This is an optimization exercise on Yosys and OpenROAD, whose aim is small area, a short achievable clock period and few clock cycles per item, not a production implementation.
Function was checked by simulation only, so behaviour that the tests miss may differ from the original.

--- constraint.sdc ---
create_clock -name core_clock -period 6.5 [get_ports {clk}]
set_input_delay 1.3000 -clock core_clock [delete_from_list [all_inputs] [get_ports {clk}]]
set_output_delay 1.3000 -clock core_clock [all_outputs]
set_load 0.01 [all_outputs]
--- run.sh ---
#!/bin/bash
# synth_recipe.tcl (not shown) runs the flow's synth.tcl, then flattens the netlist and writes it again
# the make line also repeats each setting of config.mk as NAME=value (left out here)
make -C /OpenROAD-flow-scripts/flow DESIGN_CONFIG=/design/flow/config.mk WORK_HOME=/design/flow/orfs CLKGATE_MAP_FILE= SYNTH_SCRIPT=/design/flow/synth_recipe.tcl finish
--- config.mk ---
export PLATFORM = sky130hd
export DESIGN_NAME = si570_math
export DESIGN_NICKNAME = si570_math
export VERILOG_FILES = /design/flow/design.v
export SDC_FILE = /design/flow/constraint.sdc
export NUM_CORES = 4
export LEC_CHECK = 0
export CAP_MARGIN = 20
export CORE_MARGIN = 2
export CORE_UTILIZATION = 60
export SLEW_MARGIN = 20
--- design.v ---
module add_sk #(parameter W=8)
(
    input  [W-1:0] a, b,
    input          ci,
    output [W-1:0] s,
    output         co
);
localparam L = (W > 1) ? $clog2(W) : 1;
wire [W-1:0] g [0:L];
wire [W-1:0] p [0:L];
wire [W-1:0] p0 = a ^ b;
assign g[0] = (a & b) | {{(W-1){1'b0}}, p0[0] & ci};
assign p[0] = p0;
genvar l, i;
generate for (l = 0; l < L; l = l + 1) begin : g_lvl
    for (i = 0; i < W; i = i + 1) begin : g_bit
        if ((i >> l) & 1) begin : g_op
            localparam integer J = ((i >> l) << l) - 1;
            assign g[l+1][i] = g[l][i] | (p[l][i] & g[l][J]);
            assign p[l+1][i] = p[l][i] & p[l][J];
        end else begin : g_pass
            assign g[l+1][i] = g[l][i];
            assign p[l+1][i] = p[l][i];
        end
    end
end endgenerate
assign s  = p0 ^ {g[L][W-2:0], ci};
assign co = g[L][W-1];
endmodule
module csa #(parameter W=8)
(
    input  [W-1:0] x, y, z,
    output [W-1:0] s, c       
);
assign s = x ^ y ^ z;
wire [W-1:0] m = (x & y) | (x & z) | (y & z);
assign c = {m[W-2:0], 1'b0};
endmodule
module uint_div #(parameter WIDTH=38)
(
    input  [WIDTH-1:0] rem_in,      
    input              bit_in,      
    input  [WIDTH-1:0] divn,        
    output [WIDTH-1:0] rem_out,     
    output             q,           
    output [WIDTH:0]   sum          
);
wire [WIDTH:0] a = {rem_in, bit_in};
wire [WIDTH:0] d;
add_sk #(.W(WIDTH+1)) i_sub (.a(a), .b({1'b1, divn}), .ci(1'b1), .s(d), .co(q));
assign sum = d;
assign rem_out = q ? d[WIDTH-1:0] : a[WIDTH-1:0];
endmodule
module add_bk #(parameter W=8)
(
    input  [W-1:0] a, b,
    input          ci,
    output [W-1:0] s,
    output         co
);
localparam L = (W > 1) ? $clog2(W) : 1;
localparam NS = 2 * L;                        
wire [W-1:0] g [0:NS];
wire [W-1:0] p [0:NS];
wire [W-1:0] p0 = a ^ b;
assign g[0] = (a & b) | {{(W-1){1'b0}}, p0[0] & ci};
assign p[0] = p0;
genvar l, i;
generate
    for (l = 0; l < L; l = l + 1) begin : g_up
        for (i = 0; i < W; i = i + 1) begin : g_bit
            if (((i + 1) % (2 << l)) == 0) begin : g_op
                assign g[l+1][i] = g[l][i] | (p[l][i] & g[l][i - (1 << l)]);
                assign p[l+1][i] = p[l][i] & p[l][i - (1 << l)];
            end else begin : g_pass
                assign g[l+1][i] = g[l][i];
                assign p[l+1][i] = p[l][i];
            end
        end
    end
    for (l = 0; l < L; l = l + 1) begin : g_dn
        for (i = 0; i < W; i = i + 1) begin : g_bit
            if ((L - 1 - l) >= 0 && i >= (3 << (L - 1 - l)) - 1 &&
                ((i + 1 - (1 << (L - 1 - l))) % (2 << (L - 1 - l))) == 0) begin : g_op
                assign g[L+l+1][i] = g[L+l][i] | (p[L+l][i] & g[L+l][i - (1 << (L - 1 - l))]);
                assign p[L+l+1][i] = p[L+l][i] & p[L+l][i - (1 << (L - 1 - l))];
            end else begin : g_pass
                assign g[L+l+1][i] = g[L+l][i];
                assign p[L+l+1][i] = p[L+l][i];
            end
        end
    end
endgenerate
assign s  = p0 ^ {g[NS][W-2:0], ci};
assign co = g[NS][W-1];
endmodule
module div4_step #(parameter WIDTH=38)
(
    input  [WIDTH-1:0] rem_in,      
    input  [1:0]       bits_in,     
    input  [WIDTH-1:0] divn,        
    input  [WIDTH+1:0] div3n,       
    output [WIDTH-1:0] rem_out,     
    output [1:0]       q,           
    output [WIDTH+1:0] sum1         
);
wire [WIDTH+1:0] x = {rem_in, bits_in};
wire [WIDTH+1:0] s1, s2, s3;
wire             c1, c2, c3;        
add_sk #(.W(WIDTH+2)) i_s1 (.a(x), .b({2'b11, divn}),       .ci(1'b1), .s(s1), .co(c1));
add_sk #(.W(WIDTH+2)) i_s2 (.a(x), .b({1'b1, divn, 1'b1}),  .ci(1'b1), .s(s2), .co(c2));
add_sk #(.W(WIDTH+2)) i_s3 (.a(x), .b(div3n),               .ci(1'b1), .s(s3), .co(c3));
assign rem_out = c3 ? s3[WIDTH-1:0] :
                 c2 ? s2[WIDTH-1:0] :
                 c1 ? s1[WIDTH-1:0] : x[WIDTH-1:0];
assign q       = {c2, c3 | (c1 & ~c2)};
assign sum1    = s1;
endmodule
module div8_step #(parameter WIDTH=11)
(
    input  [WIDTH-1:0] rem_in,      
    input  [2:0]       bits_in,     
    input  [WIDTH+2:0] d1n, d3n, d5n, d7n,
    output [WIDTH-1:0] rem_out,     
    output [2:0]       q            
);
wire [WIDTH+2:0] x = {rem_in, bits_in};
wire [WIDTH+2:0] mn [1:7];          
assign mn[1] = d1n;
assign mn[2] = {d1n[WIDTH+1:0], 1'b1};
assign mn[3] = d3n;
assign mn[4] = {d1n[WIDTH:0], 2'b11};
assign mn[5] = d5n;
assign mn[6] = {d3n[WIDTH+1:0], 1'b1};
assign mn[7] = d7n;
wire [WIDTH+2:0] s [1:7];
wire [7:1]       c;                 
genvar j;
generate for (j = 1; j <= 7; j = j + 1) begin : g_sub
    add_sk #(.W(WIDTH+3)) i_s (.a(x), .b(mn[j]), .ci(1'b1), .s(s[j]), .co(c[j]));
end endgenerate
assign q = {c[4], c[6] | (c[2] & ~c[4]),
            c[7] | (c[5] & ~c[6]) | (c[3] & ~c[4]) | (c[1] & ~c[2])};
assign rem_out = c[7]          ? s[7][WIDTH-1:0] :
                 c[6]          ? s[6][WIDTH-1:0] :
                 c[5]          ? s[5][WIDTH-1:0] :
                 c[4]          ? s[4][WIDTH-1:0] :
                 c[3]          ? s[3][WIDTH-1:0] :
                 c[2]          ? s[2][WIDTH-1:0] :
                 c[1]          ? s[1][WIDTH-1:0] : x[WIDTH-1:0];
endmodule
module si570_math
(
    input             clk, resetn,
    input      [47:0] old_si570_regs,
    output     [47:0] new_si570_regs,
    output     [31:0] fxtal,
    input             start,
    output            idle
);
localparam NI  = 6;
localparam NC1 = (NI + 32) / 2;            
localparam NCS = 32 / 2;                   
localparam NC2 = 42 / 3;                   
wire[ 2:0] in_hs  = old_si570_regs[47:45];
wire[ 6:0] in_n1  = old_si570_regs[44:38];
wire[37:0] in_rf  = old_si570_regs[37:0];
reg        busy;
reg        prep1;        
reg        prep2;        
reg        sk;           
reg [4:0]  cnt;          
reg [3:0]  cnt2;         
reg [37:0] rfn;          
reg [39:0] r3n;          
reg [10:0] k;            
reg [13:0] k3n, k5n, k7n;   
reg [37:0] p1;           
reg [31:0] fq;           
reg [10:0] p2;           
reg [41:0] qd;           
assign fxtal          = fq;
assign new_si570_regs = {3'd0, 7'd3, qd[37:0]};
assign idle           = ~busy & ~start;
wire [7:0]  in_n  = {1'b0, in_n1} + 8'd1;
wire [10:0] in_k  = {1'b0, in_n, 2'b0} + (in_hs[0] ? {3'd0, in_n} : 11'd0)
                  + (in_hs[1] ? {2'd0, in_n, 1'b0} : 11'd0) + (in_hs[2] ? {1'b0, in_n, 2'b0} : 11'd0);
wire [33:0] mt0 = {k, 23'd0};
wire [33:0] mt1 = {3'd0, k, 20'd0};
wire [33:0] mt2 = {5'd0, k, 18'd0};
wire [33:0] mt3 = {7'd0, k, 16'd0};
wire [33:0] mt4 = {14'd0, k, 9'd0};
wire [33:0] mt5 = {15'd0, k, 8'd0};
wire [33:0] mt6 = ~{20'd0, k, 3'd0};      
wire [33:0] mt7 = {23'd0, k};
wire [33:0] ms1, mc1, ms2, mc2, ms3, mc3, ms4, mc4, ms5, mc5, ms, mc;
csa #(34) i_m1 (mt0, mt1, mt2, ms1, mc1);
csa #(34) i_m2 (mt3, mt4, mt5, ms2, mc2);
csa #(34) i_m3 (ms1, mc1, ms2, ms3, mc3);
csa #(34) i_m4 (mc2, mt6, mt7, ms4, mc4);
csa #(34) i_m5 (ms3, mc3, ms4, ms5, mc5);
csa #(34) i_m6 (ms5, mc5, mc4, ms, mc);
wire [39:0] in_r3;
add_sk #(40) i_r3 (.a({1'b0, in_rf, 1'b0}), .b({2'd0, in_rf}), .ci(1'b0), .s(in_r3), .co());
wire [13:0] k3 = {2'd0, k, 1'b0} + {3'd0, k};
wire [13:0] k5 = {1'b0, k, 2'b0} + {3'd0, k};
wire [13:0] k7 = {k, 3'b0} - {3'd0, k};
wire [43:0] es, ec, e;
csa #(44) i_e1 ({1'b0, ~rfn, 5'd0}, {6'd0, ~rfn}, {34'd0, k[10:1]}, es, ec);
add_sk #(44) i_e (.a(es), .b(ec), .ci(1'b0), .s(e), .co());
wire int_phase = (cnt > NC1 - 1 - NI / 2);
wire [37:0] r1;
wire [1:0]  q1;
wire [39:0] sum1;        
div4_step #(.WIDTH(38)) u_div1 (
    .rem_in (p1),
    .bits_in(fq[31:30] & {2{int_phase}}),
    .divn   (rfn),
    .div3n  (r3n),
    .rem_out(r1),
    .q      (q1),
    .sum1   (sum1)
);
wire [33:0] m = sum1[33:0];
wire skip = (in_rf[37:34] != 0)
          | ((in_rf[37:33] != 0) && (k <= 11'd879))
          | ((in_rf[37:31] != 0) && (k <= 11'd219))
          | ((in_rf[37:29] != 0) && (k <= 11'd54));
wire [10:0] r2;
wire [2:0]  q2;
div8_step #(.WIDTH(11)) u_div2 (
    .rem_in (p2),
    .bits_in(qd[41:39]),
    .d1n    (~{3'd0, k}),
    .d3n    (k3n),
    .d5n    (k5n),
    .d7n    (k7n),
    .rem_out(r2),
    .q      (q2)
);
wire rf_phase = (cnt2 != 4'hF);
always @(posedge clk) begin
    if (resetn == 0) begin
        busy  <= 1'b0;
        prep1 <= 1'b0;
        prep2 <= 1'b0;
    end else if (!busy) begin
        if (start) begin
            busy  <= 1'b1;
            prep1 <= 1'b1;
        end
    end else if (prep1) begin
        prep1 <= 1'b0;
        prep2 <= 1'b1;
    end else if (prep2) begin
        prep2 <= 1'b0;
    end else if (cnt == 0) begin
        busy  <= 1'b0;
    end
end
always @(posedge clk) begin
    r3n <= ~in_r3;
    k3n <= ~k3;
    k5n <= ~k5;
    k7n <= ~k7;
    if (!busy) k <= in_k;
    if (prep1) begin
        p1  <= {6'd0, ms[33:2]};
        rfn <= {4'd0, mc};
        cnt <= NC1 - 1;
    end else begin
        rfn <= ~in_rf;
        if (prep2) begin
            p1  <= skip ? {4'd0, m} : m[33:NI];
            cnt <= skip ? NCS - 1 : NC1 - 1;
        end else begin
            p1  <= r1;
            cnt <= cnt - 1;
        end
    end
    if (prep1) begin
        p2   <= {9'd0, e[43:42]};
        cnt2 <= NC2 - 1;
    end else begin
        p2   <= r2;
        if (rf_phase) cnt2 <= cnt2 - 1;
    end
end
always @(posedge clk) begin
    if (prep1) begin
        fq[31:30] <= ms[1:0];
        qd        <= e[41:0];
    end else if (prep2) begin
        fq[31:26] <= skip ? 6'd0 : m[NI-1:0];
        if (rf_phase) qd <= {qd[38:0], q2};
    end else if (busy) begin
        fq <= {fq[29:0], q1};
        if (rf_phase) qd <= {qd[38:0], q2};
    end
end
endmodule
==> results of run 1 <==
-- metrics by stage --
stage	instance area, sq um	setup slack (ns)	instances
2_1_floorplan	26300	1.88	2896
3_3_place_gp	28000	1.00	3526
3_5_place_dp	28000	0.935	3526
4_1_cts	29100	1.52	3588
5_1_grt	29100	1.23	3588
6_report	29100	1.48	3588
-- sequential cells by signal (all words and copies together) (netlist names), 4 cells and up --
register and cells:
k5n 13, p1 38, k7n 14, r3n 40, k 11, rfn 38, p2 11, cnt2 4
fq 32, cnt 5, qd 42, k3n 11
-- cell usage in the layout, fill, tap and decap left out, types with 21 or more instances in the layout --
cell type / Yosys / routed
a21o_1: 89 / 89
edfxtp_1: 85 / 85
o21bai_1: 21 / 21
mux2_2: 41 / 41
a31oi_1: 36 / 35
nand3_1: 50 / 50
dfxtp_1: 177 / 176
nand2b_1: 33 / 33
xor2_1: 82 / 82
nor3_1: 56 / 55
inv_1: 269 / 268
fa_1: 105 / 105
buf_4: 50 / 34
a211oi_1: 38 / 38
o31ai_1: 24 / 24
o21a_1: 42 / 41
mux2i_1: 35 / 35
nand2_1: 192 / 192
nor2b_1: 30 / 30
xnor2_1: 123 / 123
nor2_1: 129 / 126
clkdlybuf4s50_1: 0 / 121
clkbuf_16: 0 / 39
o211ai_1: 46 / 46
o21ai_0: 156 / 156
a21oi_1: 174 / 172
ha_1: 436 / 436
-- metal layers --
layer | vias up | GRT usage (%)
met2 | 951 | 58.8
met5 | - | 0
met4 | 0 | 22.1
met3 | 249 | 7.03
li1 | 10600 | -
met1 | 10800 | 46.8
-- cell families after synthesis --
logic type                 after synthesis  share of synthesized area [%]
xor gates and xnor gates               205                           6.83
DFF                                    262                           23.2
other                                    2                         0.0286
buffers and inverters                  379                           6.21
AOI/OAI and AO/OA                      798                           20.4
and+or+nand+nor                        625                           11.6
muxes                                   76                           3.09
adders and majority gates              541                           28.7
-- worst max path at each step --
stage | from | to | slack, ns
2_1_floorplan | old_si570_regs[38] | k[10] | 1.88
3_3_place_gp | old_si570_regs[38] | k[10] | 1.00
3_5_place_dp | old_si570_regs[38] | k[10] | 0.94
4_1_cts | old_si570_regs[38] | k[10] | 1.52
5_1_grt | old_si570_regs[38] | k[10] | 1.23
6_report | cnt[0] | p1[5] | 1.48
-- final cells by class --
type / instances / area, sq um / area share [%]
tap: 585 / 732 / 2.51
inverter: 269 / 1010 / 3.47
sequential: 262 / 6100 / 20.9
clock buffer: 50 / 1080 / 3.70
timing repair buffer: 155 / 1470 / 5.03
clock inverter: 12 / 97.6 / 0.335
multi-input combinational: 2255 / 18700 / 64.0
==> impl_metrics.yaml, run 1 <==
placement:
  io_buffers: 121
  place.gp.congestion: 1.02
  hpwlAfterDp_microns: 65900
synth:
  synth_flop_cell: "dfxtp_1"
  seq_area_frac_synth_pct: 23.2
  yosysWarnings: 5
  synthTopCellsByArea: "ha_1 (21%), dfxtp_1 (13%), edfxtp_1 (9.7%)"
  synth_async_sr_flop_share_pct: 0
  synthTopCellsByCount: "ha_1 (436), inv_1 (269), nand2_1 (192)"
  synth_area_leader_cell: "ha_1"
  syn_inst: 2888
  synth_edf_count: 85
  synth_top_area_share_pct: 20.7
  synth_area_per_cell_sq_um: 9.11
  synthesis.area_sq_mm: 0.0263
  yosysMostFrequentCell: "ha_1"
  synth_cell_types: 80
  ys_ff_latch: 262
worst_setup_path:
  worstPathMaxFanout: 24
  r2r-end: "p1[5]"
  arrival_ns: 5.43
  r2r-start: "cnt[0]"
  cp_cell_sequence: "ha_1 -> o21ai_0 -> nand2_1 -> ha_1 -> fa_1 -> nand2b_1 -> a21o_1 -> a211o_1 -> a21oi_2 -> o21ai_1 -> a21oi_4 -> mux2_2 -> o21ai_0 -> o21ai_0"
  r2r_slack_ns: 1.48
  critical-path-top-delay-family: "compound AO/OA/AOI/OAI gates"
  crit_buf_inv: 0
  critPathMaxStageDelay_ns: 0.89
  cpMostUsedCell: "o21ai_0"
  critPathKind: "flip-flop to flip-flop"
  critPathLaunchType: "flip-flop"
  crit_slowest_cell: "a21oi_4"
  endpoint_kind: "flip-flop"
  path_depth: 14
  r2r_cells: 14
  worst_ep_required_time_ns: 6.91
routing:
  dr.max_layer_used: "met4"
  antenna_left: 0
  drt_wl_total_microns: 83300
  wl_met2_microns: 36700
  drc: 0
  drt_iter0_drc: 1995
  route.met3.wl_microns: 6680
  routed_via_density: 6.30
  avgRoutedWirePerCell_microns: 23.2
  vias: 22600
  dr.pass1.iters: 7
  wl_met1_microns: 34600
global_routing:
  grt_antenna_before_repair: 0
  overflow: 0
  grt_max_degree: 68
  grt.total_usage_pct: 37.0
  grt_pass1_vias: 22600
  grt_pass1_wl_microns: 127000
min_path:
  min_path_type: "flip-flop to flip-flop"
  min_delay_worst_endpoint: "fq[24]"
  min_from: "fq[22]"
  min_delay_path_depth: 0
timing:
  finalHoldViolCount: 0
  drv_slew: 0
  fmax_mhz: 199
  post-route-period-util_pct: 77.2
  skew_ns: 0.0221
  final.setup.tns_ns: 0
  tightest_slew_ns: 1.07
  slew_headroom_pct: 28.7
  finalCriticalPeriod_ns: 5.02
  setup_viol: 0
  rsz0062_at_grt: "no"
  hold_ws_ns: 0.445
cts:
  numCtsBuffers: 34
  cts_tree: "done"
  cts_setup_buffers: 0
  insertion_delay_ns: 0.56
  ctsResizeCount: 0
  htreeDepth: 2
  clock-sinks: 262
  hold_buffers: 0
  clockBufferDepth: 3
  cts.reportedPaths.clkPinSlew_ns: 0.07
  clockRootBuffer: "clkbuf_16"
floorplan:
  dieArea_sq_mm: 0.0455
  die_w_microns: 213
  start_util_pct: 60.9
  core.rowCount: 76
  ioPinCount: 132
  core-area_sq_mm: 0.0432
  fp.dieH_microns: 213
run_status:
  outcome: "complete, no violations"
finish:
  area.growth.synth_to_final_pct: 10.8
  layout-drive-gt1-share_pct: 5.79
  fin_nets: 3569
  fill_cells: 3576
  diodes: 0
  utilization_pct: 67.5
flow_run:
  cap_violations: 0
Testbench counts, summed over its fixed seeds: cycles 7,572, items 384.
==> run 2: changes to the inputs <==
--- a/design.v
+++ b/design.v
@@ -103,5 +103,6 @@
     output [WIDTH-1:0] rem_out,     
     output [1:0]       q,           
-    output [WIDTH+1:0] sum1         
+    output [WIDTH+1:0] sum1,        
+    output [WIDTH+1:0] sum2         
 );
 wire [WIDTH+1:0] x = {rem_in, bits_in};
@@ -116,4 +117,5 @@
 assign q       = {c2, c3 | (c1 & ~c2)};
 assign sum1    = s1;
+assign sum2    = s2;
 endmodule
 module div8_step #(parameter WIDTH=11)
@@ -174,4 +176,5 @@
 reg [37:0] rfn;          
 reg [39:0] r3n;          
+reg        int_ph;       
 reg [10:0] k;            
 reg [13:0] k3n, k5n, k7n;   
@@ -201,6 +204,4 @@
 csa #(34) i_m5 (ms3, mc3, ms4, ms5, mc5);
 csa #(34) i_m6 (ms5, mc5, mc4, ms, mc);
-wire [39:0] in_r3;
-add_sk #(40) i_r3 (.a({1'b0, in_rf, 1'b0}), .b({2'd0, in_rf}), .ci(1'b0), .s(in_r3), .co());
 wire [13:0] k3 = {2'd0, k, 1'b0} + {3'd0, k};
 wire [13:0] k5 = {1'b0, k, 2'b0} + {3'd0, k};
@@ -209,16 +210,17 @@
 csa #(44) i_e1 ({1'b0, ~rfn, 5'd0}, {6'd0, ~rfn}, {34'd0, k[10:1]}, es, ec);
 add_sk #(44) i_e (.a(es), .b(ec), .ci(1'b0), .s(e), .co());
-wire int_phase = (cnt > NC1 - 1 - NI / 2);
 wire [37:0] r1;
 wire [1:0]  q1;
 wire [39:0] sum1;        
+wire [39:0] sum2;        
 div4_step #(.WIDTH(38)) u_div1 (
     .rem_in (p1),
-    .bits_in(fq[31:30] & {2{int_phase}}),
+    .bits_in(fq[31:30] & {2{int_ph}}),
     .divn   (rfn),
     .div3n  (r3n),
     .rem_out(r1),
     .q      (q1),
-    .sum1   (sum1)
+    .sum1   (sum1),
+    .sum2   (sum2)
 );
 wire [33:0] m = sum1[33:0];
@@ -260,9 +262,17 @@
 end
 always @(posedge clk) begin
-    r3n <= ~in_r3;
     k3n <= ~k3;
     k5n <= ~k5;
     k7n <= ~k7;
-    if (!busy) k <= in_k;
+    if (!busy) begin
+        k      <= in_k;
+        p1     <= {2'b11, ~in_rf[37:2]};
+        int_ph <= 1'b1;
+    end else if (prep1 | prep2) begin
+        int_ph <= 1'b1;
+    end else begin
+        int_ph <= (cnt > NC1 - NI / 2);
+    end
+    if (prep1) r3n <= sum2;
     if (prep1) begin
         p1  <= {6'd0, ms[33:2]};
@@ -275,5 +285,5 @@
             cnt <= skip ? NCS - 1 : NC1 - 1;
         end else begin
-            p1  <= r1;
+            if (busy) p1 <= r1;
             cnt <= cnt - 1;
         end
@@ -288,5 +298,7 @@
 end
 always @(posedge clk) begin
-    if (prep1) begin
+    if (!busy) begin
+        if (start) fq[31:30] <= ~in_rf[1:0];
+    end else if (prep1) begin
         fq[31:30] <= ms[1:0];
         qd        <= e[41:0];
--- a/config.mk
+++ b/config.mk
@@ -8,4 +8,5 @@
 export CAP_MARGIN = 20
 export CORE_MARGIN = 2
-export CORE_UTILIZATION = 60
+export CORE_UTILIZATION = 55
+export SETUP_SLACK_MARGIN = 2.0
 export SLEW_MARGIN = 20
==> run 2 against run 1 <==
Setup slack improved by 0.45 ns. Wire length fell by 4.5%. Core utilization fell by 4.9 points. Non-clock buffer count rose by 9. Clock-buffer cell count decreased by 5. Via count fell by 8.5%. Critical path depth stayed put. Register-to-register slack improved by 0.45 ns. Synthesized area down 6.3%. Critical path type unchanged. Critical endpoint is now p1[26].
==> impl_metrics.yaml, run 2 <==
run_status:
  outcome: "complete, no violations"
cts:
  clock-sinks: 263
  numCtsBuffers: 35
  htreeDepth: 2
  cts_tree: "done"
  clockBufferDepth: 3
  clockRootBuffer: "clkbuf_16"
  insertion_delay_ns: 0.55
  cts.reportedPaths.clkPinSlew_ns: 0.06
placement:
  io_buffers: 121
  hpwlAfterDp_microns: 61700
  dp.cells: 3283
  place.gp.congestion: 0.973
worst_setup_path:
  arrival_ns: 5.01
  critical-path-top-delay-family: "compound AO/OA/AOI/OAI gates"
  critPathMaxStageDelay_ns: 0.52
  worstPathMaxFanout: 22
  critPathKind: "flip-flop to flip-flop"
  r2r-start: "rfn[10]"
  crit_start: "rfn[10]"
  worst_ep_required_time_ns: 6.94
  crit_buf_inv: 2
  r2r_cells: 14
  critPathLaunchType: "flip-flop"
  endpoint_kind: "flip-flop"
  cp-endpoint: "p1[26]"
  cp_cell_sequence: "ha_1 -> a21o_1 -> o21bai_1 -> a221o_1 -> o2111ai_1 -> a21boi_1 -> o31ai_2 -> a21o_1 -> and2_1 -> clkinvlp_4 -> buf_4 -> a21oi_1 -> a21oi_1 -> a221o_1"
  r2r_slack_ns: 1.94
  r2r-end: "p1[26]"
  crit_slowest_cell: "dfxtp_1"
  path_depth: 14
timing:
  post-route-period-util_pct: 70.2
  hold_ws_ns: 0.442
  skew_ns: 0.0203
  setup_viol: 0
  final.setup.tns_ns: 0
  fmax_mhz: 219
  finalHoldViolCount: 0
  rsz0062_at_grt: "yes"
  finalCriticalPeriod_ns: 4.56
  drv_slew: 0
  tightest_slew_ns: 1.08
  slew_headroom_pct: 27.8
global_routing:
  overflow: 0
  grt_antenna_before_repair: 1
  grt_pass1_vias: 20400
  grt.total_usage_pct: 33.8
  grt_max_degree: 68
  grt_pass1_wl_microns: 120000
floorplan:
  ioPinCount: 132
  die_w_microns: 216
  core-area_sq_mm: 0.0442
  fp.dieH_microns: 216
  dieArea_sq_mm: 0.0465
  core.rowCount: 77
  start_util_pct: 55.8
synth:
  ys_ff_latch: 263
  synth_cell_types: 84
  synth_top_area_share_pct: 19.9
  synthTopCellsByArea: "ha_1 (20%), edfxtp_1 (15%), dfxtp_1 (11%)"
  synthesis.area_sq_mm: 0.0247
  synth_area_per_cell_sq_um: 9.32
  seq_area_frac_synth_pct: 26.4
  synth_async_sr_flop_share_pct: 0
  synth_area_leader_cell: "ha_1"
  synthTopCellsByCount: "ha_1 (393), inv_1 (239), nand2_1 (193)"
  synth_flop_cell: "dfxtp_1"
  yosysMostFrequentCell: "ha_1"
  syn_inst: 2644
  yosysWarnings: 5
  synth_edf_count: 125
finish:
  utilization_pct: 62.6
  mostFrequentLayoutCell: "ha_1"
  regMostFlops: "qd"
  largest_reg_flops: 42
  fin_nets: 3279
  layout-drive-gt1-share_pct: 6.91
  top_regs: "qd x42, r3n x40"
  final-instance-count-excl-fill: 3356
  area.growth.synth_to_final_pct: 12.3
  final_cell_mix: "ha_1 (391), inv_1 (237), nand2_1 (193)"
routing:
  routed_via_density: 6.16
  vias: 20700
  drt_wl_total_microns: 79600
  dr.pass1.iters: 6
  avgRoutedWirePerCell_microns: 23.7
  wl_met2_microns: 35100
  route.met3.wl_microns: 6450
  dr.max_layer_used: "met4"
  drc: 0
  drt_iter0_drc: 1782
  antenna_left: 0
  wl_met1_microns: 34600
flow_run:
  cap_violations: 0
min_path:
  min_path_type: "flip-flop to flip-flop"
## run 2: cell count changes after synthesis, moves of 13 or more
cell,delta
a21oi_1,+13
nor3b_1,-13
dfxtp_1,-39
inv_1,-30
o221ai_1,+16
nor3_1,-13
o211ai_1,-27
ha_1,-43
edfxtp_1,+40
o21ai_0,-36
## run 2: cell type report
class	instances	area, sq um
Multi-Input combinational cell	2031	16800
Clock inverter	18	169
Clock buffer	45	1010
Antenna cell	1	2.50
Inverter	242	916
Fill cell	3805	16500
Tap cell	592	741
Sequential cell	263	6520
Timing Repair Buffer	164	1570
## run 2: cell families (layout without fill, tap and decap cells)
logic type	Yosys count	count (layout)	share of synthesized area (%)
muxes	67	67	2.91
other	2	11	0.0305
AOI/OAI and AO/OA	685	685	18.3
and+or+nand+nor	577	577	11.0
adders and majority gates	491	491	27.9
DFF	263	263	26.4
buffers and inverters	358	469	6.27
xor gates and xnor gates	201	201	7.14
## run 2: worst min-delay path by stage
stage,startpoint,end,depth (start not counted)
floorplan,cnt[4],int_ph,2
global placement,fq[12],fq[14],0
detailed placement,fq[14],fq[16],0
CTS,fq[19],fq[21],0
global route,fq[19],fq[21],0
finish,fq[9],fq[11],0
## run 2: worst register-to-register path, cell delays in order (launching register included)
cell	delay [ns]
dfxtp_1	0.52
ha_1	0.37
a21o_1	0.22
o21bai_1	0.18
a221o_1	0.42
o2111ai_1	0.38
a21boi_1	0.24
o31ai_2	0.39
a21o_1	0.16
and2_1	0.20
clkinvlp_4	0.48
buf_4	0.40
a21oi_1	0.13
a21oi_1	0.09
a221o_1	0.31
## run 2: timing repair
item / 4_1_cts / 5_1_grt
hold buffers: 0 / 0
resized for setup: 8 / 22
pin swaps: 2 / 9
buffers inserted: 3 / 5
setup endpoints to repair: 28 / 30
## run 2: metrics by stage
stage	area [sq um]	setup WS (ns)
after floorplan	24700	2.05
after detailed placement	26300	1.14
after global routing	27700	1.87
after CTS	27500	2.01
after global placement	26300	1.19
final	27700	1.94
## run 2: metal layers
metal / global-route usage (%) / up-vias
met3: 5.16 / 197
met4: 14.1 / 0
met1: 47.0 / 10000
met5: 0 / -
li1: - / 9588
met2: 52.6 / 854
Testbench counts of run 2, summed over its fixed seeds: cycles 7,572, items 384.
==> run 3: changes to the inputs <==
--- a/design.v
+++ b/design.v
@@ -178,5 +178,5 @@
 reg        int_ph;       
 reg [10:0] k;            
-reg [13:0] k3n, k5n, k7n;   
+wire [13:0] k3n, k5n, k7n;  
 reg [37:0] p1;           
 reg [31:0] fq;           
@@ -207,4 +207,7 @@
 wire [13:0] k5 = {1'b0, k, 2'b0} + {3'd0, k};
 wire [13:0] k7 = {k, 3'b0} - {3'd0, k};
+assign k3n = ~k3;
+assign k5n = ~k5;
+assign k7n = ~k7;
 wire [43:0] es, ec, e;
 csa #(44) i_e1 ({1'b0, ~rfn, 5'd0}, {6'd0, ~rfn}, {34'd0, k[10:1]}, es, ec);
@@ -262,7 +265,4 @@
 end
 always @(posedge clk) begin
-    k3n <= ~k3;
-    k5n <= ~k5;
-    k7n <= ~k7;
     if (!busy) begin
         k      <= in_k;
==> run 3 against run 2 <==
Synthesized area decreased by 2.0%. Hold slack better by 0.0055 ns. Via count fell by 0.80%. Wire length rose by 0.12%. Setup slack improved by 0.012 ns. Global-route usage rose by 1.1 points. Register-to-register slack hardly changed. Clock-buffer cell count shrank 12. Synthesized cell count is 1.2% lower.
==> impl_metrics.yaml, run 3 <==
run_status:
  outcome: "complete, no violations"
placement:
  hpwlAfterDp_microns: 60100
  pre_cts_slack_ns: 1.09
  io_buffers: 121
  place.gp.congestion: 1.01
floorplan:
  ioPinCount: 132
  dieArea_sq_mm: 0.0456
  fp.dieH_microns: 214
  core-area_sq_mm: 0.0432
  start_util_pct: 56.0
  core.rowCount: 76
  die_w_microns: 214
routing:
  antenna_left: 0
  routed_via_density: 6.10
  avgRoutedWirePerCell_microns: 23.7
  drc: 0
  drt_wl_total_microns: 79700
  vias: 20500
  drt_iter0_drc: 1908
  dr.pass1.iters: 7
finish:
  fin_nets: 3283
  largest_reg_flops: 42
  layout-drive-gt1-share_pct: 11.6
  regMostFlops: "qd"
  top_regs: "qd x42, r3n x40"
  mostFrequentLayoutCell: "ha_1"
  area.growth.synth_to_final_pct: 16.1
  final_cell_mix: "ha_1 (366), inv_1 (231), nand2_1 (163)"
  fill_cells: 3647
  diodes: 0
flow_run:
  cap_violations: 0
global_routing:
  grt_pass1_vias: 20100
  grt_pass1_wl_microns: 120000
  grt_antenna_before_repair: 1
  overflow: 0
  grt_max_degree: 74
  grt.total_usage_pct: 34.9
synth:
  synth_cell_types: 99
  synth_area_leader_cell: "ha_1"
  synth_top_area_share_pct: 19.7
  yosysMostFrequentCell: "ha_1"
  synthesis.area_sq_mm: 0.0242
  synth_async_sr_flop_share_pct: 0
  synthTopCellsByArea: "ha_1 (20%), edfxtp_1 (16%), dfxtp_1 (8.3%)"
  yosysWarnings: 5
  syn_inst: 2612
  synth_flop_cell: "edfxtp_1"
  seq_area_frac_synth_pct: 23.8
  synth_area_per_cell_sq_um: 9.25
  synthTopCellsByCount: "ha_1 (381), inv_1 (239), a21oi_1 (171)"
  synth_edf_count: 125
  ys_ff_latch: 225
worst_setup_path:
  cpMostUsedCell: "nor2_1"
  critPathMaxStageDelay_ns: 0.47
  worst_ep_required_time_ns: 6.96
  crit_start: "k[1]"
  endpoint_kind: "flip-flop"
  crit_buf_inv: 3
  arrival_ns: 5.01
  r2r-start: "k[1]"
  path_depth: 19
  r2r-end: "p2[6]"
  cp_cell_sequence: "buf_6 -> clkinvlp_4 -> fa_2 -> nor2_4 -> nor2_1 -> nor2_1 -> nor2_1 -> xnor2_2 -> ha_2 -> or3_4 -> o2111ai_4 -> o211ai_1 -> a221oi_2 -> o32ai_1 -> or4_4 -> buf_12 -> a211o_1 -> a311oi_2 -> o32ai_2"
  cp-endpoint: "p2[6]"
  critical-path-top-delay-family: "compound AO/OA/AOI/OAI gates"
  r2r_slack_ns: 1.95
  crit_slowest_cell: "or4_4"
  r2r_cells: 19
  critPathLaunchType: "flip-flop"
  worstPathMaxFanout: 8
  critPathKind: "flip-flop to flip-flop"
timing:
  rsz0062_at_grt: "yes"
  slew_headroom_pct: 36.9
  fmax_mhz: 220
  finalCriticalPeriod_ns: 4.55
  setup_viol: 0
  drv_slew: 0
  layout_setup_ws_ns: 1.95
  finalHoldViolCount: 0
  final.setup.tns_ns: 0
  tightest_slew_ns: 0.944
  post-route-period-util_pct: 70.0
  skew_ns: 0.0250
cts:
  clockBufferDepth: 3
  htreeDepth: 1
  clockRootBuffer: "clkbuf_16"
  numCtsBuffers: 30
  insertion_delay_ns: 0.59
  cts.reportedPaths.clkPinSlew_ns: 0.07
  cts_tree: "done"
  clock-sinks: 225
min_path:
  min_path_type: "flip-flop to flip-flop"
-- run 3: cell type report --
class | instances | area (sq um) | share of cell area [%]
Tap cell | 585 | 732 | 2.61
Multi-Input combinational cell | 2037 | 17400 | 62.2
Inverter | 243 | 938 | 3.35
Sequential cell | 225 | 5760 | 20.5
Clock inverter | 23 | 350 | 1.25
Timing Repair Buffer | 216 | 2030 | 7.26
Clock buffer | 33 | 783 | 2.79
-- run 3: worst min-delay path by stage --
| stage | startpoint | end | cells after the start |
|---|---|---|---|
| after floorplan | cnt[4] | int_ph | 2 |
| after global placement | fq[9] | fq[11] | 0 |
| after detailed placement | fq[14] | fq[16] | 0 |
| after CTS | fq[22] | fq[24] | 0 |
| after global routing | fq[9] | fq[11] | 0 |
| final | fq[22] | fq[24] | 0 |
-- run 3: stage by stage --
stage | utilization (%) | instance area, sq um | instances | hold WS (ns)
after floorplan | - | 24200 | 2620 | 0.448
final | 64.9 | 28000 | 3362 | 0.448
after detailed placement | 59.7 | 25800 | 3244 | 0.439
after CTS | 63.6 | 27500 | 3335 | 0.452
after global routing | 64.9 | 28000 | 3362 | 0.461
after global placement | 59.7 | 25800 | 3243 | 0.431
-- run 3: logic make-up (layout without fill, tap and decap cells) --
logic type / count (synthesis) / in the layout / synth area share, %
adder cells (fa/ha/maj): 479 / 479 / 27.9
other: 2 / 10 / 0.0311
XOR/XNOR: 206 / 206 / 7.47
AO/OA/AOI/OAI: 670 / 671 / 18.7
multiplexers: 107 / 107 / 4.69
flip-flops: 225 / 225 / 23.8
AND/OR/NAND/NOR: 563 / 564 / 10.9
buffers and inverters: 360 / 515 / 6.55
-- run 3: layer usage --
layer / track usage [%] / part of all wire [%] / routed length (microns)
met4: 14.9 / 4.9 / 3870
met1: 47.0 / 43 / 34300
met3: 5.99 / 7.5 / 5970
met5: 0 / 0.016 / 13
met2: 55.5 / 45 / 35500
-- run 3: repair_timing --
| action | CTS | global route |
|---|---|---|
| hold buffers | 0 | 0 |
| gates cloned | 3 | 0 |
| resized for setup | 53 | 84 |
| setup endpoints to repair | 54 | 48 |
| pin swaps | 12 | 45 |
| setup buffers | 32 | 27 |
-- run 3: worst reg2reg max path: stages (launching register included) --
cell and delay [ns]:
edfxtp_1 0.44, buf_6 0.14, clkinvlp_4 0.13, fa_2 0.46, nor2_4 0.14, nor2_1 0.05
nor2_1 0.09, nor2_1 0.08, xnor2_2 0.17, ha_2 0.20, or3_4 0.35, o2111ai_4 0.22
o211ai_1 0.15, a221oi_2 0.36, o32ai_1 0.16, or4_4 0.47, buf_12 0.17, a211o_1 0.25
a311oi_2 0.29, o32ai_2 0.12
Testbench counts of run 3, summed over its fixed seeds: cycles 7,572, items 384.
==> run 4: changes to the inputs <==
--- a/config.mk
+++ b/config.mk
@@ -9,4 +9,7 @@
 export CORE_MARGIN = 2
 export CORE_UTILIZATION = 55
+export CTS_BUF_LIST = sky130_fd_sc_hd__clkbuf_8
+export CTS_CLUSTER_DIAMETER = 60
+export CTS_CLUSTER_SIZE = 24
 export SETUP_SLACK_MARGIN = 2.0
 export SLEW_MARGIN = 20
==> run 4 against run 3 <==
Core utilization decreased by 0.12 points. Synthesized area is the same. Clock-buffer cell count rose by 3. Still clean. First-iteration DRC count up 0.79%. Register-to-register slack improved by 0.06 ns. Wire length up 1.0%. Hold slack improved by 0.021 ns. Global-route usage is 0.13 points higher.
==> impl_metrics.yaml, run 4 <==
synth:
  synthTopCellsByArea: "ha_1 (20%), edfxtp_1 (16%), dfxtp_1 (8.3%)"
  synth_mux_area_share_pct: 4.69
  synthesis.area_sq_mm: 0.0242
  synth_cell_types: 99
  synth_flop_cell: "edfxtp_1"
  synthTopCellsByCount: "ha_1 (381), inv_1 (239), a21oi_1 (171)"
  synth_compound_area_share_pct: 18.7
  synth_top_area_share_pct: 19.7
  yosys.area_share.simple_pct: 10.9
  synth_area_leader_cell: "ha_1"
  synth-xor-area-share_pct: 7.47
  yosysMostFrequentCell: "ha_1"
  ys_ff_latch: 225
  synth_fa_ha_area_share_pct: 27.9
  synth_area_per_cell_sq_um: 9.25
  synth_async_sr_flop_share_pct: 0
  synth_edf_count: 125
  seq_area_frac_synth_pct: 23.8
  synth_top_family_by_area: "adder cells"
  yosysWarnings: 5
  syn_inst: 2612
timing:
  final.setup.tns_ns: 0
  drv_slew: 0
  finalHoldViolCount: 0
  finalCriticalPeriod_ns: 4.49
  slew_headroom_pct: 35.6
  setup_viol: 0
  rsz0062_at_grt: "yes"
  fmax_mhz: 223
  layout_setup_ws_ns: 2.01
  tightest_slew_ns: 0.965
  skew_ns: 0.0531
  post-route-period-util_pct: 69.1
floorplan:
  start_util_pct: 56.0
  ioPinCount: 132
  core.rowCount: 76
  core-area_sq_mm: 0.0432
  dieArea_sq_mm: 0.0456
  die_w_microns: 214
  fp.dieH_microns: 214
routing:
  routed_via_density: 6.11
  drc: 0
  drt_wl_total_microns: 80500
  vias: 20700
  antenna_left: 0
  avgRoutedWirePerCell_microns: 23.7
  dr.pass1.iters: 6
  drt_iter0_drc: 1923
finish:
  final-instance-count-excl-fill: 3388
  diodes: 0
  largest_reg_flops: 42
  regMostFlops: "qd"
  final_cell_mix: "ha_1 (362), inv_1 (232), nand2_1 (164)"
  fin_nets: 3306
  top_regs: "qd x42, r3n x40"
  mostFrequentLayoutCell: "ha_1"
  utilization_pct: 64.8
  fill_cells: 3652
  area.growth.synth_to_final_pct: 15.8
  layout-drive-gt1-share_pct: 13.1
cts:
  htreeDepth: 2
  cts.reportedPaths.clkPinSlew_ns: 0.12
  cts_tree: "done"
  numCtsBuffers: 35
  clock-sinks: 225
  insertion_delay_ns: 0.65
  clockRootBuffer: "clkbuf_8"
  clockBufferDepth: 3
global_routing:
  grt_antenna_before_repair: 1
  grt_pass1_vias: 20200
  overflow: 0
  grt_max_degree: 74
  grt_pass1_wl_microns: 120000
  grt.total_usage_pct: 35.0
worst_setup_path:
  critPathKind: "flip-flop to flip-flop"
  worstPathMaxFanout: 7
  worst_ep_required_time_ns: 6.99
  r2r-start: "k[1]"
  arrival_ns: 4.98
  endpoint_kind: "flip-flop"
  critPathLaunchType: "flip-flop"
  crit_start: "k[1]"
flow_run:
  cap_violations: 0
placement:
  pre_cts_slack_ns: 1.09
  hpwlAfterDp_microns: 60100
  dp.cells: 3244
  place.gp.congestion: 1.01
  io_buffers: 121
run_status:
  outcome: "complete, no violations"
min_path:
  min_path_type: "flip-flop to flip-flop"
  min_from: "fq[7]"
run 4: cell counts after synthesis:
Identical to the previous run, type by type.
run 4: area by class of cell:
class | instances | area, sq um | share of cell area (%)
multi-input cells | 2039 | 17600 | 62.7
clock buffers | 36 | 495 | 1.77
clock inverters | 28 | 332 | 1.18
flip-flops and latches | 225 | 5760 | 20.6
well taps | 585 | 732 | 2.62
inverters | 243 | 943 | 3.37
repair buffers | 232 | 2170 | 7.74
run 4: repair_timing:
action | in CTS | in global routing
gates resized for setup | 57 | 107
endpoints found under the setup margin | 53 | 48
cloned | 3 | 1
setup buffers | 36 | 40
hold buffers | 0 | 0
pin swaps | 14 | 47
run 4: cell families (layout without fill, tap and decap cells):
| family | Yosys count | after routing |
|---|---|---|
| AOI/OAI and AO/OA | 670 | 673 |
| other | 2 | 10 |
| and+or+nand+nor | 563 | 564 |
| buffers and inverters | 360 | 539 |
| adders and majority gates | 479 | 479 |
| DFF | 225 | 225 |
| xor gates and xnor gates | 206 | 206 |
| muxes | 107 | 107 |
run 4: stage by stage:
step | hold slack, ns | area [sq um]
finish | 0.469 | 28000
floorplan | 0.448 | 24200
global placement | 0.431 | 25800
detailed placement | 0.439 | 25800
CTS | 0.470 | 27200
global route | 0.478 | 28000
run 4: final timing paths:
check / end / slack, ns / cells after the start
setup / recovery: p2[8] / 2.01 / 21
hold / removal: fq[9] / 0.47 / 0
setup reg to reg: p2[8] / 2.01 / 21
hold reg to reg: fq[9] / 0.47 / 0
run 4: routing by layer:
layer	global-route usage (%)	vias up	part of all wire, %
li1	-	9654	-
met4	16.7	2	5.2
met2	54.6	889	44
met1	46.9	9937	43
met5	0	-	0.014
met3	6.81	209	7.9
run 4: critical path, stage by stage, from the launching register on:
cell	delay, ns
edfxtp_1	0.44
buf_6	0.13
ha_4	0.14
inv_4	0.04
fa_2	0.42
nor2_4	0.14
nor2_1	0.05
nor2_1	0.10
nor2_1	0.08
xnor2_2	0.17
ha_2	0.20
or3_4	0.36
o2111ai_4	0.23
o211ai_1	0.16
a221oi_2	0.36
nor4b_2	0.10
or4_4	0.58
buf_6	0.16
nor2_4	0.20
o21ai_1	0.10
o21ai_1	0.12
nor2_1	0.05
==> run 5: changes to the inputs <==
--- a/design.v
+++ b/design.v
@@ -178,5 +178,5 @@
 reg        int_ph;       
 reg [10:0] k;            
-wire [13:0] k3n, k5n, k7n;  
+reg [12:0] k3n;          
 reg [37:0] p1;           
 reg [31:0] fq;           
@@ -204,10 +204,5 @@
 csa #(34) i_m5 (ms3, mc3, ms4, ms5, mc5);
 csa #(34) i_m6 (ms5, mc5, mc4, ms, mc);
-wire [13:0] k3 = {2'd0, k, 1'b0} + {3'd0, k};
-wire [13:0] k5 = {1'b0, k, 2'b0} + {3'd0, k};
-wire [13:0] k7 = {k, 3'b0} - {3'd0, k};
-assign k3n = ~k3;
-assign k5n = ~k5;
-assign k7n = ~k7;
+wire [12:0] k3 = {1'b0, k, 1'b0} + {2'd0, k};
 wire [43:0] es, ec, e;
 csa #(44) i_e1 ({1'b0, ~rfn, 5'd0}, {6'd0, ~rfn}, {34'd0, k[10:1]}, es, ec);
@@ -232,15 +227,25 @@
           | ((in_rf[37:31] != 0) && (k <= 11'd219))
           | ((in_rf[37:29] != 0) && (k <= 11'd54));
-wire [10:0] r2;
-wire [2:0]  q2;
-div8_step #(.WIDTH(11)) u_div2 (
+wire [10:0] r2a, r2;
+wire [1:0]  q2a;
+wire        q2b;
+wire [2:0]  q2 = {q2a, q2b};
+div4_step #(.WIDTH(11)) u_div2a (
     .rem_in (p2),
-    .bits_in(qd[41:39]),
-    .d1n    (~{3'd0, k}),
-    .d3n    (k3n),
-    .d5n    (k5n),
-    .d7n    (k7n),
+    .bits_in(qd[41:40]),
+    .divn   (~k),
+    .div3n  (k3n),
+    .rem_out(r2a),
+    .q      (q2a),
+    .sum1   (),
+    .sum2   ()
+);
+uint_div #(.WIDTH(11)) u_div2b (
+    .rem_in (r2a),
+    .bit_in (qd[39]),
+    .divn   (~k),
     .rem_out(r2),
-    .q      (q2)
+    .q      (q2b),
+    .sum    ()
 );
 wire rf_phase = (cnt2 != 4'hF);
@@ -265,4 +270,5 @@
 end
 always @(posedge clk) begin
+    k3n <= ~k3;
     if (!busy) begin
         k      <= in_k;
--- a/config.mk
+++ b/config.mk
@@ -9,7 +9,4 @@
 export CORE_MARGIN = 2
 export CORE_UTILIZATION = 55
-export CTS_BUF_LIST = sky130_fd_sc_hd__clkbuf_8
-export CTS_CLUSTER_DIAMETER = 60
-export CTS_CLUSTER_SIZE = 24
 export SETUP_SLACK_MARGIN = 2.0
 export SLEW_MARGIN = 20
==> run 5 against run 4 <==
Final cell count decreased by 9.5%. Still clean. Hold slack got worse by 0.023 ns. Clock skew decreased by 0.034 ns. Register-to-register slack got worse by 0.18 ns. Global-route usage decreased by 0.98 points. Wire length decreased by 9.2%. Critical endpoint is now qd[0].
==> impl_metrics.yaml, run 5 <==
run_status:
  outcome: "complete, no violations"
global_routing:
  grt_max_degree: 52
  grt_antenna_before_repair: 0
  overflow: 0
  grt.total_usage_pct: 34.1
  grt_pass1_wl_microns: 109000
  grt_pass1_vias: 18400
floorplan:
  dieArea_sq_mm: 0.0426
  core.rowCount: 74
  start_util_pct: 55.4
  core-area_sq_mm: 0.0406
  ioPinCount: 132
  fp.dieH_microns: 206
  die_w_microns: 206
synth:
  syn_inst: 2364
  synth_flop_cell: "edfxtp_1"
  synthTopCellsByArea: "ha_1 (19%), edfxtp_1 (17%), dfxtp_1 (10%)"
  synthTopCellsByCount: "ha_1 (336), inv_1 (237), a21oi_1 (139)"
  synth_area_per_cell_sq_um: 9.52
  synth_area_leader_cell: "ha_1"
  synth_cell_types: 90
  synth_top_area_share_pct: 18.7
  synthesis.area_sq_mm: 0.0225
  ys_ff_latch: 238
  synth_async_sr_flop_share_pct: 0
  yosysWarnings: 5
  synth_edf_count: 125
  seq_area_frac_synth_pct: 26.7
  yosysMostFrequentCell: "ha_1"
cts:
  clockRootBuffer: "clkbuf_16"
  htreeDepth: 1
  clockBufferDepth: 3
  cts.reportedPaths.clkPinSlew_ns: 0.06
  insertion_delay_ns: 0.59
  numCtsBuffers: 31
  hold_buffers: 0
  clock-sinks: 238
  cts_tree: "done"
finish:
  final-instance-count-excl-fill: 3065
  mostFrequentLayoutCell: "ha_1"
  fin_nets: 2986
  regMostFlops: "qd"
  layout-drive-gt1-share_pct: 11.5
  final_cell_mix: "ha_1 (332), inv_1 (228), nand2_1 (137)"
  top_regs: "qd x42, r3n x40"
  diodes: 0
  largest_reg_flops: 42
  area.growth.synth_to_final_pct: 15.4
timing:
  final.setup.tns_ns: 0
  post-route-period-util_pct: 71.8
  skew_ns: 0.0187
  rsz0062_at_grt: "yes"
  finalHoldViolCount: 0
  finalCriticalPeriod_ns: 4.67
  fmax_mhz: 214
  setup_viol: 0
  drv_slew: 0
  tightest_slew_ns: 1.10
  slew_headroom_pct: 26.4
routing:
  antenna_left: 0
  dr.pass1.iters: 7
  drc: 0
  avgRoutedWirePerCell_microns: 23.8
  routed_via_density: 6.13
  vias: 18800
  drt_wl_total_microns: 73000
  drt_iter0_drc: 1538
worst_setup_path:
  r2r-start: "k[0]"
  critPathKind: "flip-flop to flip-flop"
  endpoint_kind: "flip-flop"
  worstPathMaxFanout: 8
  r2r_cells: 21
  r2r-end: "qd[0]"
  worst_ep_required_time_ns: 6.83
  arrival_ns: 5.00
  r2r_slack_ns: 1.83
  critPathLaunchType: "flip-flop"
placement:
  io_buffers: 121
  dp.cells: 2949
  place.gp.congestion: 0.944
  hpwlAfterDp_microns: 56000
min_path:
  min_from: "fq[22]"
  min_path_type: "flip-flop to flip-flop"
  min_delay_worst_endpoint: "fq[24]"
  min_delay_path_depth: 0
flow_run:
  cap_violations: 0
[run 5: changes by cell type after synthesis, sizes merged, moves of 13 or more]
cell    previous run  this run
a21o              83        69
nor2b             39        21
xnor2            148       104
nor2             161       116
dfxtp            100       113
nand2b            28        15
o21ai            145       106
ha               381       336
nand2            166       138
a21oi            173       140
[run 5: area by class of cell]
type | instances | area [sq um]
fill | 3415 | 14700
clock buffer | 42 | 908
multi-input combinational | 1780 | 15300
inverter | 242 | 930
sequential | 238 | 6020
tap | 532 | 666
clock inverter | 15 | 128
timing repair buffer | 216 | 2030
[run 5: per-layer routing]
layer	global-route usage (%)	wire length [microns]	vias to the layer above
li1	-	-	8714
met1	45.6	31000	9167
met2	55.1	33300	721
met3	5.31	5470	172
met4	13.7	3300	0
met5	0	0	-
[run 5: cells by family after synthesis]
kind of cell               Yosys count  synth area share (%)
AOI/OAI and AO/OA                  580                  17.6
and+or+nand+nor                    488                  10.4
adders and majority gates          426                  26.7
buffers and inverters              355                  6.93
DFF                                238                  26.7
xor gates and xnor gates           165                  6.42
muxes                              110                  5.13
other                                2                0.0334
[run 5: how the worst max path moves through the flow]
stage / slack (ns) / end / from / depth (start not counted)
final: 1.83 / qd[0] / k[0] / 21
after global routing: 1.61 / p2[0] / qd[40] / 23
after CTS: 1.88 / qd[0] / qd[40] / 22
after detailed placement: 0.82 / qd[0] / k[0] / 19
after global placement: 0.99 / qd[0] / k[0] / 19
after floorplan: 1.52 / qd[0] / k[0] / 25
[run 5: metrics by stage]
| step | utilization, % | worst slack [ns] | hold WS, ns | cell area [sq um] |
|---|---|---|---|---|
| final | 63.9 | 1.83 | 0.445 | 26000 |
| after floorplan | - | 1.52 | 0.448 | 22600 |
| after global placement | 59.4 | 0.993 | 0.434 | 24100 |
| after global routing | 63.9 | 1.61 | 0.449 | 26000 |
| after CTS | 63.2 | 1.88 | 0.444 | 25700 |
| after detailed placement | 59.4 | 0.825 | 0.436 | 24100 |
[run 5: worst max-delay path, stage by stage (launching register included)]
cell      delay [ns]
edfxtp_1        0.48
ha_4            0.17
inv_2           0.03
fa_2            0.34
a21o_1          0.17
a21o_1          0.18
a21oi_2         0.16
o31ai_2         0.09
a21boi_2        0.14
buf_6           0.15
mux2_4          0.30
mux2i_2         0.17
mux2i_2         0.11
ha_1            0.33
a21o_1          0.22
a21o_1          0.17
a21oi_2         0.16
o21ai_2         0.08
nand4_1         0.08
nand4b_1        0.13
a221o_2         0.44
mux2_4          0.29
[run 5: timing repair]
action                                 CTS  global route
setup endpoints to repair               42            37
endpoints found under the hold margin    0             0
gates resized for setup                 49            31
cloned                                   1             0
setup buffers                           40            17
pin swaps                               26            20
Testbench counts of run 5, summed over its fixed seeds: cycles 7,572, items 384.
==> run 6: changes to the inputs <==
--- a/config.mk
+++ b/config.mk
@@ -9,4 +9,4 @@
 export CORE_MARGIN = 2
 export CORE_UTILIZATION = 55
-export SETUP_SLACK_MARGIN = 2.0
+export SETUP_SLACK_MARGIN = 2.5
 export SLEW_MARGIN = 20
==> run 6 against run 5 <==
Synthesized area is the same. Setup slack lost 0.029 ns. Clock-buffer cell count is 7 lower. Critical path type unchanged. Critical path depth up 7. Final area rose by 2.0%. Highest routed layer is now met5. Synthesized cell count did not move. Via count rose by 1.4%. Flip-flop and latch count unchanged.
==> impl_metrics.yaml, run 6 <==
timing:
  skew_ns: 0.0229
  drv_slew: 0
  layout_setup_ws_ns: 1.80
  post-route-period-util_pct: 72.3
  finalCriticalPeriod_ns: 4.70
  slew_headroom_pct: 40.2
  rsz0062_at_grt: "yes"
  tightest_slew_ns: 0.897
  fmax_mhz: 213
  setup_viol: 0
  final.setup.tns_ns: 0
  finalHoldViolCount: 0
routing:
  wl_met1_microns: 30600
  avgRoutedWirePerCell_microns: 23.6
  routed_via_density: 6.14
  route.met3.wl_microns: 5530
  drt_iter0_drc: 1717
  drc: 0
  wl_met2_microns: 33500
  antenna_left: 0
  dr.max_layer_used: "met5"
  drt_wl_total_microns: 73200
  vias: 19000
  dr.pass1.iters: 5
placement:
  io_buffers: 121
  place.gp.congestion: 0.967
  place_area_sq_mm: 0.0242
  pre_cts_slack_ns: 1.12
  hpwlAfterDp_microns: 55800
cts:
  cts.reportedPaths.clkPinSlew_ns: 0.06
  insertion_delay_ns: 0.59
  cts_tree: "done"
  clockRootBuffer: "clkbuf_16"
  hold_buffers: 0
  clock-sinks: 238
  htreeDepth: 1
  numCtsBuffers: 31
  clockBufferDepth: 3
global_routing:
  grt_pass1_vias: 18800
  grt_antenna_before_repair: 0
  overflow: 0
  grt.total_usage_pct: 34.4
  grt_pass1_wl_microns: 111000
  grt_max_degree: 75
synth:
  seq_area_frac_synth_pct: 26.7
  ys_ff_latch: 238
  synthTopCellsByArea: "ha_1 (19%), edfxtp_1 (17%), dfxtp_1 (10%)"
  yosysWarnings: 5
  synthesis.area_sq_mm: 0.0225
  synth_area_leader_cell: "ha_1"
  synth_cell_types: 90
  synth_top_area_share_pct: 18.7
  synthTopCellsByCount: "ha_1 (336), inv_1 (237), a21oi_1 (139)"
  syn_inst: 2364
  synth_flop_cell: "edfxtp_1"
  synth_area_per_cell_sq_um: 9.52
  yosysMostFrequentCell: "ha_1"
  synth_edf_count: 125
  synth_async_sr_flop_share_pct: 0
run_status:
  outcome: "complete, no violations"
worst_setup_path:
  critPathKind: "flip-flop to flip-flop"
  crit_slowest_cell: "edfxtp_1"
  critPathMaxStageDelay_ns: 0.48
  arrival_ns: 5.13
  worstPathMaxFanout: 14
  endpoint_kind: "flip-flop"
  worst_ep_required_time_ns: 6.93
  cpMostUsedCell: "buf_4"
  critPathLaunchType: "flip-flop"
flow_run:
  cap_violations: 0
finish:
  mostFrequentLayoutCell: "ha_1"
  multi_input_area_sq_mm: 0.0154
  fin_area_sq_mm: 0.0265
  regArea_sq_mm: 0.00603
  fin_nets: 3019
  largest_reg_flops: 42
  final_cell_mix: "ha_1 (331), inv_1 (224), nand2_1 (131)"
  layout-drive-gt1-share_pct: 13.6
  area.growth.synth_to_final_pct: 17.8
  top_regs: "qd x42, r3n x40"
  regMostFlops: "qd"
  utilization_pct: 65.2
  fill_cells: 3405
floorplan:
  core.rowCount: 74
  fp.dieH_microns: 206
  ioPinCount: 132
  die_w_microns: 206
  dieArea_sq_mm: 0.0426
  start_util_pct: 55.4
  core-area_sq_mm: 0.0406
min_path:
  min_path_type: "flip-flop to flip-flop"
==> run 6: final cells by class <==
class                           instances  share of cell area, %
Clock inverter                         22                   1.10
Multi-Input combinational cell       1779                   58.2
Antenna cell                            1                0.00944
Inverter                              242                   3.55
Tap cell                              532                   2.51
Sequential cell                       238                   22.7
Clock buffer                           35                   2.98
Timing Repair Buffer                  250                   8.88
==> run 6: final timing paths <==
| path | end | slack (ns) | from | depth (start not counted) |
|---|---|---|---|---|
| worst max-delay path | p2[3] | 1.80 | k[0] | 28 |
| worst min-delay path | fq[15] | 0.45 | fq[13] | 0 |
| worst max register to register | p2[3] | 1.80 | k[0] | 28 |
| worst min register to register | fq[15] | 0.45 | fq[13] | 0 |
==> run 6: layer usage <==
layer  vias to the layer above  GRT usage [%]
met4                         2           15.1
met5                         -              0
li1                       8798              -
met1                      9209           45.6
met3                       185           4.70
met2                       837           56.0
==> run 6: through the flow <==
stage	cells	hold slack [ns]
floorplan	2372	0.448
global placement	2947	0.427
detailed placement	2947	0.437
CTS	3085	0.456
global route	3098	0.474
finish	3099	0.452
==> run 6: kinds of logic after synthesis <==
logic type	synth area share (%)
AOI/OAI and AO/OA	17.6
xor gates and xnor gates	6.42
adders and majority gates	26.7
buffers and inverters	6.93
DFF	26.7
muxes	5.13
other	0.0334
and+or+nand+nor	10.4
==> run 6: what timing repair did <==
| item | CTS | global route |
|---|---|---|
| pin swaps | 31 | 21 |
| setup buffers | 80 | 12 |
| setup endpoints to repair | 60 | 44 |
| gates cloned | 1 | 1 |
| gates resized for setup | 88 | 51 |
==> run 6: critical path: cells and delay by family, from the launching register on <==
family,cells,cell delay [ns]
buffers and inverters,17,2.32
AO/OA/AOI/OAI,4,0.76
flip-flops,1,0.48
multiplexers,3,0.45
AND/OR/NAND/NOR,3,0.27
adder cells (fa/ha/maj),1,0.23
==> run 7: changes to the inputs <==
--- a/config.mk
+++ b/config.mk
@@ -9,4 +9,4 @@
 export CORE_MARGIN = 2
 export CORE_UTILIZATION = 55
-export SETUP_SLACK_MARGIN = 2.5
+export SETUP_SLACK_MARGIN = 1.5
 export SLEW_MARGIN = 20
==> run 7 against run 6 <==
Setup slack worse by 0.18 ns. Flip-flop and latch count stayed put. Synthesized area is the same. Critical endpoint is now qd[0].
==> impl_metrics.yaml, run 7 <==
synth:
  synth_edf_count: 125
  synthesis.area_sq_mm: 0.0225
  yosysMostFrequentCell: "ha_1"
  ys_ff_latch: 238
  syn_inst: 2364
  synth_flop_cell: "edfxtp_1"
  synthTopCellsByCount: "ha_1 (336), inv_1 (237), a21oi_1 (139)"
  synth_cell_types: 90
  synth_top_area_share_pct: 18.7
  synth_area_per_cell_sq_um: 9.52
  synth_async_sr_flop_share_pct: 0
  seq_area_frac_synth_pct: 26.7
global_routing:
  grt_pass1_vias: 18300
  grt.total_usage_pct: 33.2
  grt_antenna_before_repair: 0
  grt_pass1_wl_microns: 107000
worst_setup_path:
  r2r_cells: 20
  critPathLaunchType: "flip-flop"
  arrival_ns: 5.22
  worst_ep_required_time_ns: 6.84
  r2r-start: "k[4]"
  r2r-end: "qd[0]"
routing:
  drt_iter0_drc: 1443
  wl_met2_microns: 33500
  avgRoutedWirePerCell_microns: 23.4
  wl_met1_microns: 30300
  antenna_left: 0
  drt_wl_total_microns: 71400
  route.met3.wl_microns: 4740
cts:
  clock-sinks: 238
  clockRootBuffer: "clkbuf_16"
  cts.reportedPaths.clkPinSlew_ns: 0.06
  htreeDepth: 1
  hold_buffers: 0
  cts_tree: "done"
finish:
  multi_input_area_sq_mm: 0.0151
  diodes: 0
  fill_cells: 3389
  area.growth.synth_to_final_pct: 14.3
  top_regs: "qd x42, r3n x40"
  regArea_sq_mm: 0.00602
floorplan:
  core.rowCount: 74
  start_util_pct: 55.4
  core-area_sq_mm: 0.0406
  die_w_microns: 206
  ioPinCount: 132
placement:
  place.gp.congestion: 0.972
  hpwlAfterDp_microns: 55000
  place_area_sq_mm: 0.0241
  io_buffers: 121
timing:
  finalHoldViolCount: 0
  final.setup.tns_ns: 0
  setup_viol: 0
  fmax_mhz: 205
  tightest_slew_ns: 1.13
  rsz0062_at_grt: "yes"
  skew_ns: 0.0239
  slew_headroom_pct: 24.0
  hold_ws_ns: 0.447
  finalCriticalPeriod_ns: 4.88
run_status:
  outcome: "complete, no violations"
flow_run:
  cap_violations: 0
min_path:
  min_from: "fq[23]"
  min_path_type: "flip-flop to flip-flop"
-- run 7: cell counts after synthesis --
Identical to the previous run, type by type.
-- run 7: per-stage QoR --
step                setup slack [ns]  std cells  util, %
detailed placement              1.01       2950     59.4
floorplan                       1.50       2372        -
global route                    1.44       3050     63.3
global placement                1.08       2949     59.4
CTS                             1.51       3019     62.4
finish                          1.62       3050     63.3
-- run 7: cells by family (layout without fill, tap and decap cells) --
group	after synthesis	count (layout)	synth area share, %
AO/OA/AOI/OAI	580	581	17.6
XOR/XNOR	165	165	6.42
adder cells (fa/ha/maj)	426	426	26.7
buffers and inverters	355	500	6.93
flip-flops	238	238	26.7
multiplexers	110	110	5.13
other	2	10	0.0334
AND/OR/NAND/NOR	488	488	10.4
-- run 7: routing by layer --
layer | up-vias | global-route usage (%)
li1 | 8709 | -
met3 | 139 | 3.77
met1 | 9149 | 44.3
met2 | 718 | 55.9
met4 | 0 | 11.6
met5 | - | 0
-- run 7: worst max path at each step --
stage | from | to | depth (start not counted)
floorplan | k[0] | qd[0] | 25
global placement | old_si570_regs[38] | k[10] | 16
detailed placement | old_si570_regs[38] | k[10] | 16
CTS | k[1] | qd[0] | 21
global route | k[4] | qd[0] | 22
finish | k[4] | qd[0] | 20
-- run 7: repair_timing --
| action | CTS | global route |
|---|---|---|
| pin swaps | 1 | 12 |
| endpoints found under the setup margin | 12 | 15 |
| endpoints found under the hold margin | 0 | 0 |
| cloned | 0 | 2 |
| buffers inserted | 13 | 29 |
| resized for setup | 13 | 25 |
-- run 7: area by class of cell --
type | instances | share of cell area, %
Clock inverter | 18 | 0.968
Clock buffer | 38 | 3.23
Sequential cell | 238 | 23.4
Timing Repair Buffer | 202 | 7.33
Inverter | 242 | 3.60
Tap cell | 532 | 2.59
Multi-Input combinational cell | 1780 | 58.9
-- run 7: worst max-delay path: stages, from the launching register on --
cell and delay [ns]:
edfxtp_1 0.38, buf_12 0.17, clkinvlp_4 0.11, ha_1 0.22
or4_1 0.57, a21oi_4 0.19, o31ai_4 0.08, a21boi_2 0.22
buf_6 0.16, mux2_2 0.33, mux2i_1 0.12, mux2i_1 0.12
ha_1 0.31, a21o_1 0.19, a21o_1 0.21, a21oi_4 0.17
o21ai_2 0.09, nand4_1 0.09, nand4b_1 0.17, a221o_4 0.42
mux2_4 0.27

==> static timing again, ports no longer ideal <==
How much do the figures lean on ideal ports? The routed layouts below were timed once more, with nothing changed but the port constraints.
Step 1, drivers: a clkbuf_16 drives clk and a buf_2 each remaining input, both assumed.
Step 2, shift: input delay + t, output delay - t, t = (earliest + latest rising clock arrival at the registers) / 2. This alone moves slack from input paths to output paths.
Slacks: ideal / step 1 / step 2; pairs: ideal / step 1.
run	t, ns	slack for setup (ns)	latest minus earliest clock arrival (ns)	cell pins on the clock port's net
run 1	0.611	1.482 / 1.482 / 0.964	0.023 / 0.023	1
run 2	0.602	1.936 / 1.936 / 1.703	0.022 / 0.022	1
run 3	0.641	1.948 / 1.948 / 1.495	0.025 / 0.025	1
run 4	0.682	2.007 / 2.007 / 1.521	0.058 / 0.058	1
run 5	0.639	1.831 / 1.831 / 1.529	0.020 / 0.019	1
run 6	0.634	1.802 / 1.802 / 1.802	0.028 / 0.028	1
run 7	0.645	1.617 / 1.617 / 1.162	0.024 / 0.025	1
After both steps setup and hold are still met in every run listed. For run 1, which loses most, drivers alone change the setup slack by 0.000 ns; drivers and shift together by -0.518 ns.
